This is an optimization exercise on Yosys and OpenROAD, whose aim is small area and a short achievable clock period, not a production implementation.
In this exercise RTL edits were held to simulation tests only and were not proved equivalent to the original.
Power and IR drop assume default switching activity.

--- flow/constraint.sdc ---
create_clock -name core_clock -period 9.0 [get_ports {clk}]
set_input_delay 1.8000 -clock core_clock [delete_from_list [all_inputs] [get_ports {clk}]]
set_output_delay 1.8000 -clock core_clock [all_outputs]
set_load 0.01 [all_outputs]
--- flow/design.v ---
module HA(a, b, Sum, Cout);
input a, b;  
output Sum, Cout;  
assign Sum = a ^ b; 
assign Cout = a & b; 
endmodule
module HA_n(na, nb, nSum, nCout);
input na, nb;
output nSum, nCout;
gate_xnor2 x (.a(na), .b(nb), .y(nSum));
gate_or2   o (.a(na), .b(nb), .y(nCout));
endmodule
module gate_xnor2(a, b, y);
input a, b;
output y;
assign y = ~(a ^ b);
endmodule
module gate_or2(a, b, y);
input a, b;
output y;
assign y = a | b;
endmodule
module csa_dadda(A,B,Cin,Y,Cout);
input A,B,Cin;
output Y,Cout;
assign Y = A^B^Cin;
assign Cout = (A&B)|(A&Cin)|(B&Cin);
endmodule
module adder_lo(a, b, s, co);
    input [16:0] a, b;
    output [16:0] s;
    output co;
    wire [16:0] p = a ^ b;
    wire [16:0] g = a & b;
    wire G0 = g[0] | (p[0] & 1'b1);
    wire G1 = g[2] | (p[2] & g[1]);
    wire P1 = p[2] & p[1];
    wire G2 = g[4] | (p[4] & g[3]);
    wire P2 = p[4] & p[3];
    wire G3 = g[6] | (p[6] & g[5]);
    wire P3 = p[6] & p[5];
    wire G4 = g[8] | (p[8] & g[7]);
    wire P4 = p[8] & p[7];
    wire G5 = g[10] | (p[10] & g[9]);
    wire P5 = p[10] & p[9];
    wire G6 = g[12] | (p[12] & g[11]);
    wire P6 = p[12] & p[11];
    wire G7 = g[14] | (p[14] & g[13]);
    wire P7 = p[14] & p[13];
    wire G8 = g[16] | (p[16] & g[15]);
    wire P8 = p[16] & p[15];
    wire G9 = G1 | (P1 & G0);
    wire G10 = G3 | (P3 & G2);
    wire P10 = P3 & P2;
    wire G11 = G5 | (P5 & G4);
    wire P11 = P5 & P4;
    wire G12 = G7 | (P7 & G6);
    wire P12 = P7 & P6;
    wire G13 = G10 | (P10 & G9);
    wire G14 = G12 | (P12 & G11);
    wire P14 = P12 & P11;
    wire G15 = G14 | (P14 & G13);
    wire G16 = G11 | (P11 & G13);
    wire G17 = G2 | (P2 & G9);
    wire G18 = G4 | (P4 & G13);
    wire G19 = G6 | (P6 & G16);
    wire G20 = G8 | (P8 & G15);
    wire G21 = g[1] | (p[1] & G0);
    wire G22 = g[3] | (p[3] & G9);
    wire G23 = g[5] | (p[5] & G17);
    wire G24 = g[7] | (p[7] & G13);
    wire G25 = g[9] | (p[9] & G18);
    wire G26 = g[11] | (p[11] & G16);
    wire G27 = g[13] | (p[13] & G19);
    wire G28 = g[15] | (p[15] & G15);
    assign s[0] = p[0] ^ 1'b1;
    assign s[1] = p[1] ^ G0;
    assign s[2] = p[2] ^ G21;
    assign s[3] = p[3] ^ G9;
    assign s[4] = p[4] ^ G22;
    assign s[5] = p[5] ^ G17;
    assign s[6] = p[6] ^ G23;
    assign s[7] = p[7] ^ G13;
    assign s[8] = p[8] ^ G24;
    assign s[9] = p[9] ^ G18;
    assign s[10] = p[10] ^ G25;
    assign s[11] = p[11] ^ G16;
    assign s[12] = p[12] ^ G26;
    assign s[13] = p[13] ^ G19;
    assign s[14] = p[14] ^ G27;
    assign s[15] = p[15] ^ G15;
    assign s[16] = p[16] ^ G28;
    assign co = G20;
endmodule
module adder_hi(a, b, ci, s);
    input [14:0] a, b;
    input ci;
    output [14:0] s;
    wire [14:0] p = a ^ b;
    wire [14:0] g = a & b;
    wire G0 = g[0] | (p[0] & ci);
    wire G1 = g[2] | (p[2] & g[1]);
    wire P1 = p[2] & p[1];
    wire G2 = g[4] | (p[4] & g[3]);
    wire P2 = p[4] & p[3];
    wire G3 = g[6] | (p[6] & g[5]);
    wire P3 = p[6] & p[5];
    wire G4 = g[8] | (p[8] & g[7]);
    wire P4 = p[8] & p[7];
    wire G5 = g[10] | (p[10] & g[9]);
    wire P5 = p[10] & p[9];
    wire G6 = g[12] | (p[12] & g[11]);
    wire P6 = p[12] & p[11];
    wire G7 = g[14] | (p[14] & g[13]);
    wire P7 = p[14] & p[13];
    wire G8 = G1 | (P1 & G0);
    wire G9 = G3 | (P3 & G2);
    wire P9 = P3 & P2;
    wire G10 = G5 | (P5 & G4);
    wire P10 = P5 & P4;
    wire G11 = G7 | (P7 & G6);
    wire P11 = P7 & P6;
    wire G12 = G9 | (P9 & G8);
    wire G13 = G11 | (P11 & G10);
    wire P13 = P11 & P10;
    wire G14 = G13 | (P13 & G12);
    wire G15 = G10 | (P10 & G12);
    wire G16 = G2 | (P2 & G8);
    wire G17 = G4 | (P4 & G12);
    wire G18 = G6 | (P6 & G15);
    wire G19 = g[1] | (p[1] & G0);
    wire G20 = g[3] | (p[3] & G8);
    wire G21 = g[5] | (p[5] & G16);
    wire G22 = g[7] | (p[7] & G12);
    wire G23 = g[9] | (p[9] & G17);
    wire G24 = g[11] | (p[11] & G15);
    wire G25 = g[13] | (p[13] & G18);
    assign s[0] = p[0] ^ ci;
    assign s[1] = p[1] ^ G0;
    assign s[2] = p[2] ^ G19;
    assign s[3] = p[3] ^ G8;
    assign s[4] = p[4] ^ G20;
    assign s[5] = p[5] ^ G16;
    assign s[6] = p[6] ^ G21;
    assign s[7] = p[7] ^ G12;
    assign s[8] = p[8] ^ G22;
    assign s[9] = p[9] ^ G17;
    assign s[10] = p[10] ^ G23;
    assign s[11] = p[11] ^ G15;
    assign s[12] = p[12] ^ G24;
    assign s[13] = p[13] ^ G18;
    assign s[14] = p[14] ^ G25;
endmodule
module dadda_16_pipelined(clk, rst, A, B, Y_reg);
    input clk, rst;
    input [15:0] A;
    input [15:0] B;
    output reg [31:0] Y_reg;
    reg [15:0] a1, a2, a3, a4, a5;
    reg [15:0] b1, b2, b3, b4, b5;
    always @(posedge clk) begin
        a1 <= A; a2 <= a1; a3 <= a2; a4 <= a3; a5 <= a4;
        b1 <= B; b2 <= b1; b3 <= b2; b4 <= b3; b5 <= b4;
    end
    reg [2:0] hold;
    always @(posedge clk) begin
        if (!rst) hold <= 3'd7;
        else if (hold != 3'd0) hold <= hold - 3'd1;
    end
    wire ok = rst & (hold == 3'd0);
    wire [255:0] npp;
    genvar i, j;
    generate
        for (i = 0; i < 16; i = i + 1) begin : g_i
            for (j = 0; j < 16; j = j + 1) begin : g_j
                assign npp[i*16+j] = ~(a5[j] & b5[i]);
            end
        end
    endgenerate
    wire n0, n1, n2, n3, n4, n5, n6, n7, n8, n9, n10, n11, n12, n13, n14, n15;
    wire n16, n17, n18, n19, n20, n21, n22, n23, n24, n25, n26, n27, n28, n29, n30, n31;
    wire n32, n33, n34, n35, n36, n37, n38, n39, n40, n41, n42, n43, n44, n45, n46, n47;
    wire n48, n49, n50, n51, n52, n53, n54, n55, n56, n57, n58, n59, n60, n61, n62, n63;
    wire n64, n65, n66, n67, n68, n69, n70, n71, n72, n73, n74, n75, n76, n77, n78, n79;
    wire n80, n81, n82, n83, n84, n85, n86, n87, n88, n89, n90, n91, n92, n93, n94, n95;
    wire n96, n97, n98, n99, n100, n101, n102, n103, n104, n105, n106, n107, n108, n109, n110, n111;
    wire n112, n113, n114, n115, n116, n117, n118, n119, n120, n121, n122, n123, n124, n125, n126, n127;
    wire n128, n129, n130, n131, n132, n133, n134, n135, n136, n137, n138, n139, n140, n141, n142, n143;
    wire n144, n145, n146, n147, n148, n149, n150, n151, n152, n153, n154, n155, n156, n157, n158, n159;
    wire n160, n161, n162, n163, n164, n165, n166, n167, n168, n169, n170, n171, n172, n173, n174, n175;
    wire n176, n177, n178, n179, n180, n181, n182, n183, n184, n185, n186, n187, n188, n189, n190, n191;
    wire n192, n193, n194, n195, n196, n197, n198, n199, n200, n201, n202, n203, n204, n205, n206, n207;
    wire n208, n209, n210, n211, n212, n213, n214, n215, n216, n217, n218, n219, n220, n221, n222, n223;
    wire n224, n225, n226, n227, n228, n229, n230, n231, n232, n233, n234, n235, n236, n237, n238, n239;
    wire n240, n241, n242, n243, n244, n245, n246, n247, n248, n249, n250, n251, n252, n253, n254, n255;
    wire n256, n257, n258, n259, n260, n261, n262, n263, n264, n265, n266, n267, n268, n269, n270, n271;
    wire n272, n273, n274, n275, n276, n277, n278, n279, n280, n281, n282, n283, n284, n285, n286, n287;
    wire n288, n289, n290, n291, n292, n293, n294, n295, n296, n297, n298, n299, n300, n301, n302, n303;
    wire n304, n305, n306, n307, n308, n309, n310, n311, n312, n313, n314, n315, n316, n317, n318, n319;
    wire n320, n321, n322, n323, n324, n325, n326, n327, n328, n329, n330, n331, n332, n333, n334, n335;
    wire n336, n337, n338, n339, n340, n341, n342, n343, n344, n345, n346, n347, n348, n349, n350, n351;
    wire n352, n353, n354, n355, n356, n357, n358, n359, n360, n361, n362, n363, n364, n365, n366, n367;
    wire n368, n369, n370, n371, n372, n373, n374, n375, n376, n377, n378, n379, n380, n381, n382, n383;
    wire n384, n385, n386, n387, n388, n389, n390, n391, n392, n393, n394, n395, n396, n397, n398, n399;
    wire n400, n401, n402, n403, n404, n405, n406, n407, n408, n409, n410, n411, n412, n413, n414, n415;
    wire n416, n417, n418, n419;
    HA_n ha0 (.na(npp[13]), .nb(npp[28]), .nSum(n0), .nCout(n1));
    csa_dadda fa0 (.A(npp[14]), .B(npp[29]), .Cin(npp[44]), .Y(n2), .Cout(n3));
    HA_n ha1 (.na(npp[59]), .nb(npp[74]), .nSum(n4), .nCout(n5));
    csa_dadda fa1 (.A(npp[15]), .B(npp[30]), .Cin(npp[45]), .Y(n6), .Cout(n7));
    csa_dadda fa2 (.A(npp[60]), .B(npp[75]), .Cin(npp[90]), .Y(n8), .Cout(n9));
    HA_n ha2 (.na(npp[105]), .nb(npp[120]), .nSum(n10), .nCout(n11));
    csa_dadda fa3 (.A(npp[31]), .B(npp[46]), .Cin(npp[61]), .Y(n12), .Cout(n13));
    csa_dadda fa4 (.A(npp[76]), .B(npp[91]), .Cin(npp[106]), .Y(n14), .Cout(n15));
    HA_n ha3 (.na(npp[121]), .nb(npp[136]), .nSum(n16), .nCout(n17));
    csa_dadda fa5 (.A(npp[47]), .B(npp[62]), .Cin(npp[77]), .Y(n18), .Cout(n19));
    csa_dadda fa6 (.A(npp[92]), .B(npp[107]), .Cin(npp[122]), .Y(n20), .Cout(n21));
    csa_dadda fa7 (.A(npp[63]), .B(npp[78]), .Cin(npp[93]), .Y(n22), .Cout(n23));
    HA_n ha4 (.na(npp[9]), .nb(npp[24]), .nSum(n24), .nCout(n25));
    csa_dadda fa8 (.A(npp[10]), .B(npp[25]), .Cin(npp[40]), .Y(n26), .Cout(n27));
    HA_n ha5 (.na(npp[55]), .nb(npp[70]), .nSum(n28), .nCout(n29));
    csa_dadda fa9 (.A(npp[11]), .B(npp[26]), .Cin(npp[41]), .Y(n30), .Cout(n31));
    csa_dadda fa10 (.A(npp[56]), .B(npp[71]), .Cin(npp[86]), .Y(n32), .Cout(n33));
    HA_n ha6 (.na(npp[101]), .nb(npp[116]), .nSum(n34), .nCout(n35));
    csa_dadda fa11 (.A(npp[12]), .B(npp[27]), .Cin(npp[42]), .Y(n36), .Cout(n37));
    csa_dadda fa12 (.A(npp[57]), .B(npp[72]), .Cin(npp[87]), .Y(n38), .Cout(n39));
    csa_dadda fa13 (.A(npp[102]), .B(npp[117]), .Cin(npp[132]), .Y(n40), .Cout(n41));
    HA_n ha7 (.na(npp[147]), .nb(npp[162]), .nSum(n42), .nCout(n43));
    csa_dadda fa14 (.A(npp[43]), .B(npp[58]), .Cin(npp[73]), .Y(n44), .Cout(n45));
    csa_dadda fa15 (.A(npp[88]), .B(npp[103]), .Cin(npp[118]), .Y(n46), .Cout(n47));
    csa_dadda fa16 (.A(npp[133]), .B(npp[148]), .Cin(npp[163]), .Y(n48), .Cout(n49));
    csa_dadda fa17 (.A(npp[178]), .B(npp[193]), .Cin(npp[208]), .Y(n50), .Cout(n51));
    csa_dadda fa18 (.A(npp[89]), .B(npp[104]), .Cin(npp[119]), .Y(n52), .Cout(n53));
    csa_dadda fa19 (.A(npp[134]), .B(npp[149]), .Cin(npp[164]), .Y(n54), .Cout(n55));
    csa_dadda fa20 (.A(npp[179]), .B(npp[194]), .Cin(npp[209]), .Y(n56), .Cout(n57));
    csa_dadda fa21 (.A(npp[224]), .B(n2), .Cin(n4), .Y(n58), .Cout(n59));
    csa_dadda fa22 (.A(npp[135]), .B(npp[150]), .Cin(npp[165]), .Y(n60), .Cout(n61));
    csa_dadda fa23 (.A(npp[180]), .B(npp[195]), .Cin(npp[210]), .Y(n62), .Cout(n63));
    csa_dadda fa24 (.A(npp[225]), .B(npp[240]), .Cin(n6), .Y(n64), .Cout(n65));
    csa_dadda fa25 (.A(n8), .B(n10), .Cin(n3), .Y(n66), .Cout(n67));
    csa_dadda fa26 (.A(npp[151]), .B(npp[166]), .Cin(npp[181]), .Y(n68), .Cout(n69));
    csa_dadda fa27 (.A(npp[196]), .B(npp[211]), .Cin(npp[226]), .Y(n70), .Cout(n71));
    csa_dadda fa28 (.A(npp[241]), .B(n12), .Cin(n14), .Y(n72), .Cout(n73));
    csa_dadda fa29 (.A(n16), .B(n7), .Cin(n9), .Y(n74), .Cout(n75));
    csa_dadda fa30 (.A(npp[137]), .B(npp[152]), .Cin(npp[167]), .Y(n76), .Cout(n77));
    csa_dadda fa31 (.A(npp[182]), .B(npp[197]), .Cin(npp[212]), .Y(n78), .Cout(n79));
    csa_dadda fa32 (.A(npp[227]), .B(npp[242]), .Cin(n18), .Y(n80), .Cout(n81));
    csa_dadda fa33 (.A(n20), .B(n13), .Cin(n15), .Y(n82), .Cout(n83));
    csa_dadda fa34 (.A(npp[108]), .B(npp[123]), .Cin(npp[138]), .Y(n84), .Cout(n85));
    csa_dadda fa35 (.A(npp[153]), .B(npp[168]), .Cin(npp[183]), .Y(n86), .Cout(n87));
    csa_dadda fa36 (.A(npp[198]), .B(npp[213]), .Cin(npp[228]), .Y(n88), .Cout(n89));
    csa_dadda fa37 (.A(npp[243]), .B(n22), .Cin(n19), .Y(n90), .Cout(n91));
    csa_dadda fa38 (.A(npp[79]), .B(npp[94]), .Cin(npp[109]), .Y(n92), .Cout(n93));
    csa_dadda fa39 (.A(npp[124]), .B(npp[139]), .Cin(npp[154]), .Y(n94), .Cout(n95));
    csa_dadda fa40 (.A(npp[169]), .B(npp[184]), .Cin(npp[199]), .Y(n96), .Cout(n97));
    csa_dadda fa41 (.A(npp[214]), .B(npp[229]), .Cin(npp[244]), .Y(n98), .Cout(n99));
    csa_dadda fa42 (.A(npp[95]), .B(npp[110]), .Cin(npp[125]), .Y(n100), .Cout(n101));
    csa_dadda fa43 (.A(npp[140]), .B(npp[155]), .Cin(npp[170]), .Y(n102), .Cout(n103));
    csa_dadda fa44 (.A(npp[185]), .B(npp[200]), .Cin(npp[215]), .Y(n104), .Cout(n105));
    csa_dadda fa45 (.A(npp[111]), .B(npp[126]), .Cin(npp[141]), .Y(n106), .Cout(n107));
    csa_dadda fa46 (.A(npp[156]), .B(npp[171]), .Cin(npp[186]), .Y(n108), .Cout(n109));
    csa_dadda fa47 (.A(npp[127]), .B(npp[142]), .Cin(npp[157]), .Y(n110), .Cout(n111));
    HA_n ha8 (.na(npp[6]), .nb(npp[21]), .nSum(n112), .nCout(n113));
    csa_dadda fa48 (.A(npp[7]), .B(npp[22]), .Cin(npp[37]), .Y(n114), .Cout(n115));
    HA_n ha9 (.na(npp[52]), .nb(npp[67]), .nSum(n116), .nCout(n117));
    csa_dadda fa49 (.A(npp[8]), .B(npp[23]), .Cin(npp[38]), .Y(n118), .Cout(n119));
    csa_dadda fa50 (.A(npp[53]), .B(npp[68]), .Cin(npp[83]), .Y(n120), .Cout(n121));
    HA_n ha10 (.na(npp[98]), .nb(npp[113]), .nSum(n122), .nCout(n123));
    csa_dadda fa51 (.A(npp[39]), .B(npp[54]), .Cin(npp[69]), .Y(n124), .Cout(n125));
    csa_dadda fa52 (.A(npp[84]), .B(npp[99]), .Cin(npp[114]), .Y(n126), .Cout(n127));
    csa_dadda fa53 (.A(npp[129]), .B(npp[144]), .Cin(n24), .Y(n128), .Cout(n129));
    csa_dadda fa54 (.A(npp[85]), .B(npp[100]), .Cin(npp[115]), .Y(n130), .Cout(n131));
    csa_dadda fa55 (.A(npp[130]), .B(npp[145]), .Cin(npp[160]), .Y(n132), .Cout(n133));
    csa_dadda fa56 (.A(n26), .B(n28), .Cin(n25), .Y(n134), .Cout(n135));
    csa_dadda fa57 (.A(npp[131]), .B(npp[146]), .Cin(npp[161]), .Y(n136), .Cout(n137));
    csa_dadda fa58 (.A(npp[176]), .B(n30), .Cin(n32), .Y(n138), .Cout(n139));
    csa_dadda fa59 (.A(n34), .B(n27), .Cin(n29), .Y(n140), .Cout(n141));
    csa_dadda fa60 (.A(npp[177]), .B(npp[192]), .Cin(n36), .Y(n142), .Cout(n143));
    csa_dadda fa61 (.A(n38), .B(n40), .Cin(n42), .Y(n144), .Cout(n145));
    csa_dadda fa62 (.A(n31), .B(n33), .Cin(n35), .Y(n146), .Cout(n147));
    csa_dadda fa63 (.A(n0), .B(n44), .Cin(n46), .Y(n148), .Cout(n149));
    csa_dadda fa64 (.A(n48), .B(n50), .Cin(n37), .Y(n150), .Cout(n151));
    csa_dadda fa65 (.A(n39), .B(n41), .Cin(n43), .Y(n152), .Cout(n153));
    csa_dadda fa66 (.A(n1), .B(n52), .Cin(n54), .Y(n154), .Cout(n155));
    csa_dadda fa67 (.A(n56), .B(n58), .Cin(n45), .Y(n156), .Cout(n157));
    csa_dadda fa68 (.A(n47), .B(n49), .Cin(n51), .Y(n158), .Cout(n159));
    csa_dadda fa69 (.A(n5), .B(n60), .Cin(n62), .Y(n160), .Cout(n161));
    csa_dadda fa70 (.A(n64), .B(n66), .Cin(n53), .Y(n162), .Cout(n163));
    csa_dadda fa71 (.A(n55), .B(n57), .Cin(n59), .Y(n164), .Cout(n165));
    csa_dadda fa72 (.A(n11), .B(n68), .Cin(n70), .Y(n166), .Cout(n167));
    csa_dadda fa73 (.A(n72), .B(n74), .Cin(n61), .Y(n168), .Cout(n169));
    csa_dadda fa74 (.A(n63), .B(n65), .Cin(n67), .Y(n170), .Cout(n171));
    csa_dadda fa75 (.A(n17), .B(n76), .Cin(n78), .Y(n172), .Cout(n173));
    csa_dadda fa76 (.A(n80), .B(n82), .Cin(n69), .Y(n174), .Cout(n175));
    csa_dadda fa77 (.A(n71), .B(n73), .Cin(n75), .Y(n176), .Cout(n177));
    csa_dadda fa78 (.A(n21), .B(n84), .Cin(n86), .Y(n178), .Cout(n179));
    csa_dadda fa79 (.A(n88), .B(n90), .Cin(n77), .Y(n180), .Cout(n181));
    csa_dadda fa80 (.A(n79), .B(n81), .Cin(n83), .Y(n182), .Cout(n183));
    csa_dadda fa81 (.A(n23), .B(n92), .Cin(n94), .Y(n184), .Cout(n185));
    csa_dadda fa82 (.A(n96), .B(n98), .Cin(n85), .Y(n186), .Cout(n187));
    csa_dadda fa83 (.A(n87), .B(n89), .Cin(n91), .Y(n188), .Cout(n189));
    csa_dadda fa84 (.A(npp[230]), .B(npp[245]), .Cin(n100), .Y(n190), .Cout(n191));
    csa_dadda fa85 (.A(n102), .B(n104), .Cin(n93), .Y(n192), .Cout(n193));
    csa_dadda fa86 (.A(n95), .B(n97), .Cin(n99), .Y(n194), .Cout(n195));
    csa_dadda fa87 (.A(npp[201]), .B(npp[216]), .Cin(npp[231]), .Y(n196), .Cout(n197));
    csa_dadda fa88 (.A(npp[246]), .B(n106), .Cin(n108), .Y(n198), .Cout(n199));
    csa_dadda fa89 (.A(n101), .B(n103), .Cin(n105), .Y(n200), .Cout(n201));
    csa_dadda fa90 (.A(npp[172]), .B(npp[187]), .Cin(npp[202]), .Y(n202), .Cout(n203));
    csa_dadda fa91 (.A(npp[217]), .B(npp[232]), .Cin(npp[247]), .Y(n204), .Cout(n205));
    csa_dadda fa92 (.A(n110), .B(n107), .Cin(n109), .Y(n206), .Cout(n207));
    csa_dadda fa93 (.A(npp[143]), .B(npp[158]), .Cin(npp[173]), .Y(n208), .Cout(n209));
    csa_dadda fa94 (.A(npp[188]), .B(npp[203]), .Cin(npp[218]), .Y(n210), .Cout(n211));
    csa_dadda fa95 (.A(npp[233]), .B(npp[248]), .Cin(n111), .Y(n212), .Cout(n213));
    csa_dadda fa96 (.A(npp[159]), .B(npp[174]), .Cin(npp[189]), .Y(n214), .Cout(n215));
    csa_dadda fa97 (.A(npp[204]), .B(npp[219]), .Cin(npp[234]), .Y(n216), .Cout(n217));
    csa_dadda fa98 (.A(npp[175]), .B(npp[190]), .Cin(npp[205]), .Y(n218), .Cout(n219));
    HA_n ha11 (.na(npp[4]), .nb(npp[19]), .nSum(n220), .nCout(n221));
    csa_dadda fa99 (.A(npp[5]), .B(npp[20]), .Cin(npp[35]), .Y(n222), .Cout(n223));
    HA_n ha12 (.na(npp[50]), .nb(npp[65]), .nSum(n224), .nCout(n225));
    csa_dadda fa100 (.A(npp[36]), .B(npp[51]), .Cin(npp[66]), .Y(n226), .Cout(n227));
    csa_dadda fa101 (.A(npp[81]), .B(npp[96]), .Cin(n112), .Y(n228), .Cout(n229));
    csa_dadda fa102 (.A(npp[82]), .B(npp[97]), .Cin(npp[112]), .Y(n230), .Cout(n231));
    csa_dadda fa103 (.A(n114), .B(n116), .Cin(n113), .Y(n232), .Cout(n233));
    csa_dadda fa104 (.A(npp[128]), .B(n118), .Cin(n120), .Y(n234), .Cout(n235));
    csa_dadda fa105 (.A(n122), .B(n115), .Cin(n117), .Y(n236), .Cout(n237));
    csa_dadda fa106 (.A(n124), .B(n126), .Cin(n128), .Y(n238), .Cout(n239));
    csa_dadda fa107 (.A(n119), .B(n121), .Cin(n123), .Y(n240), .Cout(n241));
    csa_dadda fa108 (.A(n130), .B(n132), .Cin(n134), .Y(n242), .Cout(n243));
    csa_dadda fa109 (.A(n125), .B(n127), .Cin(n129), .Y(n244), .Cout(n245));
    csa_dadda fa110 (.A(n136), .B(n138), .Cin(n140), .Y(n246), .Cout(n247));
    csa_dadda fa111 (.A(n131), .B(n133), .Cin(n135), .Y(n248), .Cout(n249));
    csa_dadda fa112 (.A(n142), .B(n144), .Cin(n146), .Y(n250), .Cout(n251));
    csa_dadda fa113 (.A(n137), .B(n139), .Cin(n141), .Y(n252), .Cout(n253));
    csa_dadda fa114 (.A(n148), .B(n150), .Cin(n152), .Y(n254), .Cout(n255));
    csa_dadda fa115 (.A(n143), .B(n145), .Cin(n147), .Y(n256), .Cout(n257));
    csa_dadda fa116 (.A(n154), .B(n156), .Cin(n158), .Y(n258), .Cout(n259));
    csa_dadda fa117 (.A(n149), .B(n151), .Cin(n153), .Y(n260), .Cout(n261));
    csa_dadda fa118 (.A(n160), .B(n162), .Cin(n164), .Y(n262), .Cout(n263));
    csa_dadda fa119 (.A(n155), .B(n157), .Cin(n159), .Y(n264), .Cout(n265));
    csa_dadda fa120 (.A(n166), .B(n168), .Cin(n170), .Y(n266), .Cout(n267));
    csa_dadda fa121 (.A(n161), .B(n163), .Cin(n165), .Y(n268), .Cout(n269));
    csa_dadda fa122 (.A(n172), .B(n174), .Cin(n176), .Y(n270), .Cout(n271));
    csa_dadda fa123 (.A(n167), .B(n169), .Cin(n171), .Y(n272), .Cout(n273));
    csa_dadda fa124 (.A(n178), .B(n180), .Cin(n182), .Y(n274), .Cout(n275));
    csa_dadda fa125 (.A(n173), .B(n175), .Cin(n177), .Y(n276), .Cout(n277));
    csa_dadda fa126 (.A(n184), .B(n186), .Cin(n188), .Y(n278), .Cout(n279));
    csa_dadda fa127 (.A(n179), .B(n181), .Cin(n183), .Y(n280), .Cout(n281));
    csa_dadda fa128 (.A(n190), .B(n192), .Cin(n194), .Y(n282), .Cout(n283));
    csa_dadda fa129 (.A(n185), .B(n187), .Cin(n189), .Y(n284), .Cout(n285));
    csa_dadda fa130 (.A(n196), .B(n198), .Cin(n200), .Y(n286), .Cout(n287));
    csa_dadda fa131 (.A(n191), .B(n193), .Cin(n195), .Y(n288), .Cout(n289));
    csa_dadda fa132 (.A(n202), .B(n204), .Cin(n206), .Y(n290), .Cout(n291));
    csa_dadda fa133 (.A(n197), .B(n199), .Cin(n201), .Y(n292), .Cout(n293));
    csa_dadda fa134 (.A(n208), .B(n210), .Cin(n212), .Y(n294), .Cout(n295));
    csa_dadda fa135 (.A(n203), .B(n205), .Cin(n207), .Y(n296), .Cout(n297));
    csa_dadda fa136 (.A(npp[249]), .B(n214), .Cin(n216), .Y(n298), .Cout(n299));
    csa_dadda fa137 (.A(n209), .B(n211), .Cin(n213), .Y(n300), .Cout(n301));
    csa_dadda fa138 (.A(npp[220]), .B(npp[235]), .Cin(npp[250]), .Y(n302), .Cout(n303));
    csa_dadda fa139 (.A(n218), .B(n215), .Cin(n217), .Y(n304), .Cout(n305));
    csa_dadda fa140 (.A(npp[191]), .B(npp[206]), .Cin(npp[221]), .Y(n306), .Cout(n307));
    csa_dadda fa141 (.A(npp[236]), .B(npp[251]), .Cin(n219), .Y(n308), .Cout(n309));
    csa_dadda fa142 (.A(npp[207]), .B(npp[222]), .Cin(npp[237]), .Y(n310), .Cout(n311));
    HA_n ha13 (.na(npp[3]), .nb(npp[18]), .nSum(n312), .nCout(n313));
    csa_dadda fa143 (.A(npp[34]), .B(npp[49]), .Cin(npp[64]), .Y(n314), .Cout(n315));
    csa_dadda fa144 (.A(npp[80]), .B(n222), .Cin(n224), .Y(n316), .Cout(n317));
    csa_dadda fa145 (.A(n226), .B(n228), .Cin(n223), .Y(n318), .Cout(n319));
    csa_dadda fa146 (.A(n230), .B(n232), .Cin(n227), .Y(n320), .Cout(n321));
    csa_dadda fa147 (.A(n234), .B(n236), .Cin(n231), .Y(n322), .Cout(n323));
    csa_dadda fa148 (.A(n238), .B(n240), .Cin(n235), .Y(n324), .Cout(n325));
    csa_dadda fa149 (.A(n242), .B(n244), .Cin(n239), .Y(n326), .Cout(n327));
    csa_dadda fa150 (.A(n246), .B(n248), .Cin(n243), .Y(n328), .Cout(n329));
    csa_dadda fa151 (.A(n250), .B(n252), .Cin(n247), .Y(n330), .Cout(n331));
    csa_dadda fa152 (.A(n254), .B(n256), .Cin(n251), .Y(n332), .Cout(n333));
    csa_dadda fa160 (.A(n286), .B(n288), .Cin(n283), .Y(n348), .Cout(n349));
    csa_dadda fa161 (.A(n290), .B(n292), .Cin(n287), .Y(n350), .Cout(n351));
    csa_dadda fa162 (.A(n294), .B(n296), .Cin(n291), .Y(n352), .Cout(n353));
    csa_dadda fa163 (.A(n298), .B(n300), .Cin(n295), .Y(n354), .Cout(n355));
    csa_dadda fa164 (.A(n302), .B(n304), .Cin(n299), .Y(n356), .Cout(n357));
    csa_dadda fa165 (.A(n306), .B(n308), .Cin(n303), .Y(n358), .Cout(n359));
    csa_dadda fa166 (.A(npp[252]), .B(n310), .Cin(n307), .Y(n360), .Cout(n361));
    csa_dadda fa167 (.A(npp[223]), .B(npp[238]), .Cin(npp[253]), .Y(n362), .Cout(n363));
    HA_n ha14 (.na(npp[2]), .nb(npp[17]), .nSum(n364), .nCout(n365));
    csa_dadda fa168 (.A(npp[33]), .B(npp[48]), .Cin(n312), .Y(n366), .Cout(n367));
    csa_dadda fa169 (.A(n220), .B(n314), .Cin(n313), .Y(n368), .Cout(n369));
    csa_dadda fa170 (.A(n221), .B(n316), .Cin(n315), .Y(n370), .Cout(n371));
    csa_dadda fa171 (.A(n225), .B(n318), .Cin(n317), .Y(n372), .Cout(n373));
    csa_dadda fa172 (.A(n229), .B(n320), .Cin(n319), .Y(n374), .Cout(n375));
    csa_dadda fa173 (.A(n233), .B(n322), .Cin(n321), .Y(n376), .Cout(n377));
    csa_dadda fa191 (.A(n305), .B(n358), .Cin(n357), .Y(n412), .Cout(n413));
    csa_dadda fa192 (.A(n309), .B(n360), .Cin(n359), .Y(n414), .Cout(n415));
    csa_dadda fa193 (.A(n311), .B(n362), .Cin(n361), .Y(n416), .Cout(n417));
    csa_dadda fa194 (.A(npp[239]), .B(npp[254]), .Cin(n363), .Y(n418), .Cout(n419));
    reg [84:0] m1;
    always @(posedge clk) m1 <= {n419, npp[255], n417, n418, n415, n416, n413, n414, n412, n377, n375, n376, n373, n374, n371, n372, n369, n370, n367, n368, n365, n366, n364, npp[32], npp[16], npp[1], npp[0], n355, n356, n301, n353, n354, n297, n351, n352, n293, n349, n350, n289, n348, n285, n281, n277, n273, n269, n265, n261, n333, n257, n331, n332, n253, n329, n330, n249, n327, n328, n245, n325, n326, n241, n323, n324, n237, n279, n284, n282, n275, n280, n278, n271, n276, n274, n267, n272, n270, n263, n268, n266, n259, n264, n262, n255, n260, n258};
    csa_dadda fa153 (.A(m1[0]), .B(m1[1]), .Cin(m1[2]), .Y(n334), .Cout(n335));
    csa_dadda fa154 (.A(m1[3]), .B(m1[4]), .Cin(m1[5]), .Y(n336), .Cout(n337));
    csa_dadda fa155 (.A(m1[6]), .B(m1[7]), .Cin(m1[8]), .Y(n338), .Cout(n339));
    csa_dadda fa156 (.A(m1[9]), .B(m1[10]), .Cin(m1[11]), .Y(n340), .Cout(n341));
    csa_dadda fa157 (.A(m1[12]), .B(m1[13]), .Cin(m1[14]), .Y(n342), .Cout(n343));
    csa_dadda fa158 (.A(m1[15]), .B(m1[16]), .Cin(m1[17]), .Y(n344), .Cout(n345));
    csa_dadda fa159 (.A(m1[18]), .B(m1[19]), .Cin(m1[20]), .Y(n346), .Cout(n347));
    csa_dadda fa174 (.A(m1[21]), .B(m1[22]), .Cin(m1[23]), .Y(n378), .Cout(n379));
    csa_dadda fa175 (.A(m1[24]), .B(m1[25]), .Cin(m1[26]), .Y(n380), .Cout(n381));
    csa_dadda fa176 (.A(m1[27]), .B(m1[28]), .Cin(m1[29]), .Y(n382), .Cout(n383));
    csa_dadda fa177 (.A(m1[30]), .B(m1[31]), .Cin(m1[32]), .Y(n384), .Cout(n385));
    csa_dadda fa178 (.A(m1[33]), .B(m1[34]), .Cin(m1[35]), .Y(n386), .Cout(n387));
    csa_dadda fa179 (.A(m1[36]), .B(n334), .Cin(m1[37]), .Y(n388), .Cout(n389));
    csa_dadda fa180 (.A(m1[38]), .B(n336), .Cin(n335), .Y(n390), .Cout(n391));
    csa_dadda fa181 (.A(m1[39]), .B(n338), .Cin(n337), .Y(n392), .Cout(n393));
    csa_dadda fa182 (.A(m1[40]), .B(n340), .Cin(n339), .Y(n394), .Cout(n395));
    csa_dadda fa183 (.A(m1[41]), .B(n342), .Cin(n341), .Y(n396), .Cout(n397));
    csa_dadda fa184 (.A(m1[42]), .B(n344), .Cin(n343), .Y(n398), .Cout(n399));
    csa_dadda fa185 (.A(m1[43]), .B(n346), .Cin(n345), .Y(n400), .Cout(n401));
    csa_dadda fa186 (.A(m1[44]), .B(m1[45]), .Cin(n347), .Y(n402), .Cout(n403));
    csa_dadda fa187 (.A(m1[46]), .B(m1[47]), .Cin(m1[48]), .Y(n404), .Cout(n405));
    csa_dadda fa188 (.A(m1[49]), .B(m1[50]), .Cin(m1[51]), .Y(n406), .Cout(n407));
    csa_dadda fa189 (.A(m1[52]), .B(m1[53]), .Cin(m1[54]), .Y(n408), .Cout(n409));
    csa_dadda fa190 (.A(m1[55]), .B(m1[56]), .Cin(m1[57]), .Y(n410), .Cout(n411));
    wire [31:0] nr0 = {1'b1, m1[83], m1[81], m1[79], m1[77], m1[76], n410, n408, n406, n404, n402, n400, n398, n396, n394, n392, n390, n388, n386, n384, n382, n380, n378, m1[73], m1[71], m1[69], m1[67], m1[65], m1[63], m1[61], m1[59], m1[58]};
    wire [31:0] nr1 = {1'b1, m1[84], m1[82], m1[80], m1[78], n411, n409, n407, n405, n403, n401, n399, n397, n395, n393, n391, n389, n387, n385, n383, n381, n379, m1[75], m1[74], m1[72], m1[70], m1[68], m1[66], m1[64], m1[62], m1[60], 1'b1};
    wire [16:0] nlo;
    wire c_lo;
    adder_lo add_lo (.a(nr0[16:0]), .b(nr1[16:0]), .s(nlo), .co(c_lo));
    reg [16:0] nlo_q;
    reg c_lo_q;
    reg [14:0] nr0_q, nr1_q;
    always @(posedge clk) begin
        nlo_q <= nlo;
        c_lo_q <= c_lo;
        nr0_q <= nr0[31:17];
        nr1_q <= nr1[31:17];
    end
    wire [14:0] nhi;
    adder_hi add_hi (.a(nr0_q), .b(nr1_q), .ci(c_lo_q), .s(nhi));
    always @(posedge clk) Y_reg <= ok ? ~{nhi, nlo_q} : 32'd0;
endmodule
--- flow/config.mk ---
export PLATFORM = sky130hd
export DESIGN_NAME = dadda_16_pipelined
export DESIGN_NICKNAME = dadda_16_pipelined
export VERILOG_FILES = /design/flow/design.v
export SDC_FILE = /design/flow/constraint.sdc
export NUM_CORES = 4
export LEC_CHECK = 0
export CAP_MARGIN = 20
export CORE_MARGIN = 2
export CORE_UTILIZATION = 40
export SLEW_MARGIN = 20
export SYNTH_HIERARCHICAL = 1
export SYNTH_MINIMUM_KEEP_SIZE = 0
--- flow/standard.sh ---
#!/bin/bash
# synth_recipe.tcl (not shown) runs the flow's synth.tcl, then flattens the netlist and writes it again
# the make line also repeats each setting of config.mk as NAME=value (left out here)
make -C /OpenROAD-flow-scripts/flow DESIGN_CONFIG=/design/flow/config.mk WORK_HOME=/design/flow/orfs CLKGATE_MAP_FILE= SYNTH_SCRIPT=/design/flow/synth_recipe.tcl "${@:-finish}"
--- flow/flow/run.sh ---
#!/bin/bash
set -euo pipefail
cd "$(dirname "${BASH_SOURCE[0]}")/.."
bash standard.sh SETUP_SLACK_MARGIN=6.2 \
  "BUFFER_PORTS_ARGS=-buffer_cell sky130_fd_sc_hd__buf_1" \
  "CTS_ARGS=-sink_clustering_enable -repair_clock_nets -sink_clustering_size 28 -sink_clustering_max_diameter 200 -sink_clustering_levels 1 -buf_list sky130_fd_sc_hd__clkbuf_16" \
  finish > flow_make.log 2>&1
==> run summary <==
[power by group]
part,internal [W],switching (W)
Sequential,0.00173,0.000153
Combinational,0.000689,0.000763
Clock,0.000307,0.000430
[synth_stat cells, types with 7 or more instances]
library cell and number:
a21oi_1 12, buf_2 32, clkbuf_1 22, clkbuf_2 10
dfxtp_1 326, fa_1 211, ha_1 31, inv_1 29
nand2_1 266, nor2_2 27, or2_1 16, xnor2_1 24
xor2_1 7
[how the worst max path moves through the flow]
stage	endpoint	slack (ns)	cells after the start
CTS	m1[34]	6.14	5
detailed placement	m1[34]	5.83	5
finish	m1[3]	6.23	5
global placement	m1[34]	5.89	5
floorplan	m1[31]	6.18	7
global route	m1[34]	6.15	6
[area by class of cell]
| class | instances | area, µm² |
|---|---|---|
| fillers | 3056 | 18660 |
| flip-flops and latches | 326 | 6638 |
| multi-input cells | 647 | 6618 |
| well taps | 448 | 560.5 |
| repair buffers | 79 | 469.2 |
| clock buffers | 15 | 375.4 |
| inverters | 29 | 108.9 |
| clock inverters | 2 | 20.02 |
[worst max-delay path, stage by stage, from the launching register on]
cell and delay [ns]:
dfxtp_4 0.49, nand2_1 0.11, fa_1 0.60, fa_1 0.46
fa_1 0.58, fa_1 0.41
[metrics by stage]
stage	total power, W	util	cells	cell area, µm²
6_report	0.004073	0.4422	1546	14790
5_1_grt	0.004463	0.4422	1546	14790
4_1_cts	0.004145	0.4364	1536	14600
3_5_place_dp	0.003369	0.4206	1519	14070
3_3_place_gp	0.003308	0.4206	1519	14070
2_1_floorplan	0.002992	-	1069	13620
[metal layers]
layer  GRT usage  routed length, µm
met2      0.2381              11400
met4     0.04634                715
met1      0.1725               9721
met5           0                  0
met3     0.02115               1380
[modules after synthesis (local to each module, per instance), a selection]
module              flip-flops and latches  times used
csa_dadda                                0         195
adder_lo                                 0           1
adder_hi                                 0           1
gate_or2                                 0          15
gate_xnor2                               0          15
dadda_16_pipelined                     326           1
[kinds of logic after synthesis]
group | synth area share
mux | 0.001108
buf+inv | 0.03213
flops | 0.4816
compound gates | 0.01856
fa+ha+maj | 0.3403
xor+xnor | 0.02004
simple gates | 0.1060
other cells | 0.0002767
[what timing repair did]
| item | in CTS | in global routing |
|---|---|---|
| setup buffers | 0 | 10 |
| gates resized for setup | 77 | 38 |
| gates cloned | 0 | 0 |
| endpoints found under the setup margin | 74 | 36 |
| pin swaps | 0 | 2 |
==> run summary <==
- Main synth FF type: dfxtp_1
- Worst-Skew Late Latency: a little over 0.5 ns
- RSZ-0062 raised after global routing: yes
- FF-to-FF End: m1[3]
- Pwr dens: between 200 and 300 nW/µm²
- R2r setup slk: roughly 6.2 ns
- # diodes: 0
- CTS tree: yes
- Max FFs per register: 85
- Initial DRC Count: between 300 and 400
- Via-to-Cell Ratio: 4.545
- Mean Syn Cell Area: ~13 µm²
- CTS clk-pin slew, worst paths: 0.11 ns
- Final worst setup slack: ~6.2 ns
- Leading cell type in the layout, fill and taps excluded: dfxtp_1
- Worst VDD drop: ~0.21 mV
- Share of layout cells above drive strength 1: 0.1284
- Setup tns final: 0 ns
- Share of Yosys cell area claimed by the top area cell type: 0.4816
- Sequential fraction of the synthesis area: 0.4816
- DRC viols: 0
- Starting Density: 0.4052
- Yosys top cell by area: dfxtp_1
- I/O Pins: 66
- H-tree Lvls: 1
- Die X: 188.1 µm
- Critical path required time: around 9.4 ns
- Worst slack, placed: between 5 and 6 ns
- Clock sinks: approximately 330
- Relative slew slack: 0.5753
- Routed Antenna Nets: 0
- Endpoint class of the critical path: flip-flop
- Rows: 67
- HP Start: a2[1]
- Final worst path period share: 0.3072
- DR vias: ~7,000
- Final setup vio count: 0
- Max Cap Viol: 0
- Fraction of registers with async set/reset: 0
- Worst r2r path cells: 5
- TritonRoute pass-1 iters: 4
- RD Place Congestion: 0.8310
- Status: finished clean
- Pin count of the biggest net entering global routing: 33
- Least-Margin Pin Slew: 0.6371 ns
- Core ar.: ~33,000 µm²
- First-pass GRT wire length: 38.52 mm
- CTS max path bufs: 3
- Chip Height: about 190 µm
- Hold Slack: around 0.33 ns
- CTS hold repair buffers: 0
- Worst hold path endpoint: a3[1]
- Vias in the first global route: between 7,000 and 8,000
- CTS buffer count: 15
- Area Overhead vs Synth: 9.131%
- Yosys warning count: 7
- FMAX: between 300 and 400 MHz
- Total global-route track usage: 0.1364
- Die ar.: ~35,000 µm²
- Mapped Area: around 14,000 µm²
- Dominant cells by area after synthesis: dfxtp_1 48%, fa_1 31%, nand2_1 7.4%
- Worst setup path class: flip-flop to flip-flop
- Hold WC Path Type: flip-flop to flip-flop
- CTS root buffer: clkbuf_16
- Final wirelength: roughly 23 mm
- Reg-to-reg startpoint: a5[15]
- Clock skew: ~0.012 ns
- Hold Violations, Final: 0
- Slew Viols, Final: 0
- Port bufs: between 60 and 70
- GRT overflow: 0
- DP HPWL: approximately 17 mm
- Antenna violations before repair: 0
- Hold depth: 0
- Commonest non-fill, non-tap cells in the layout: 289 x dfxtp_1, 266 x nand2_1, 211 x fa_1
- Routed WL per cell: roughly 15 µm
- Fin crit period: between 2 and 3 ns
- Yosys reg bits: 326
- Worst Path Arrival: about 3.2 ns
- Setup crit start: a5[15]
- Syn Inst Count: around 1,100
- Critical Path Start Type: flip-flop
- Yosys cell types: 40
- Crit Path Max Fanout: 16
- EDFF count, synth: 0
- Static Leak: roughly 5.7 nW
- Nets: between 1,000 and 1,500

## what the ideal ports hide
The flow's constraints put no driver on any port. The routed layout listed below was extracted and timed again, unchanged, in two steps. Step 1 assumes that a clkbuf_16 drives the clock port and a buf_2 every other input. Step 2 times the ports against the registers' clock, not the clock port: input delays grow and output delays shrink by t, the midpoint of the rising clock arrivals with the driver on. a / b / c = no drivers / after step 1 / after step 2; a / b = the first two.
t, ns: 0.555
setup WS [ns]: 6.235 / 6.195 / 6.069
latest minus earliest clock arrival (ns): 0.014 / 0.014
After both steps this run still meets setup and hold. For this run, drivers alone change the setup slack by -0.040 ns; drivers and shift together by -0.166 ns.
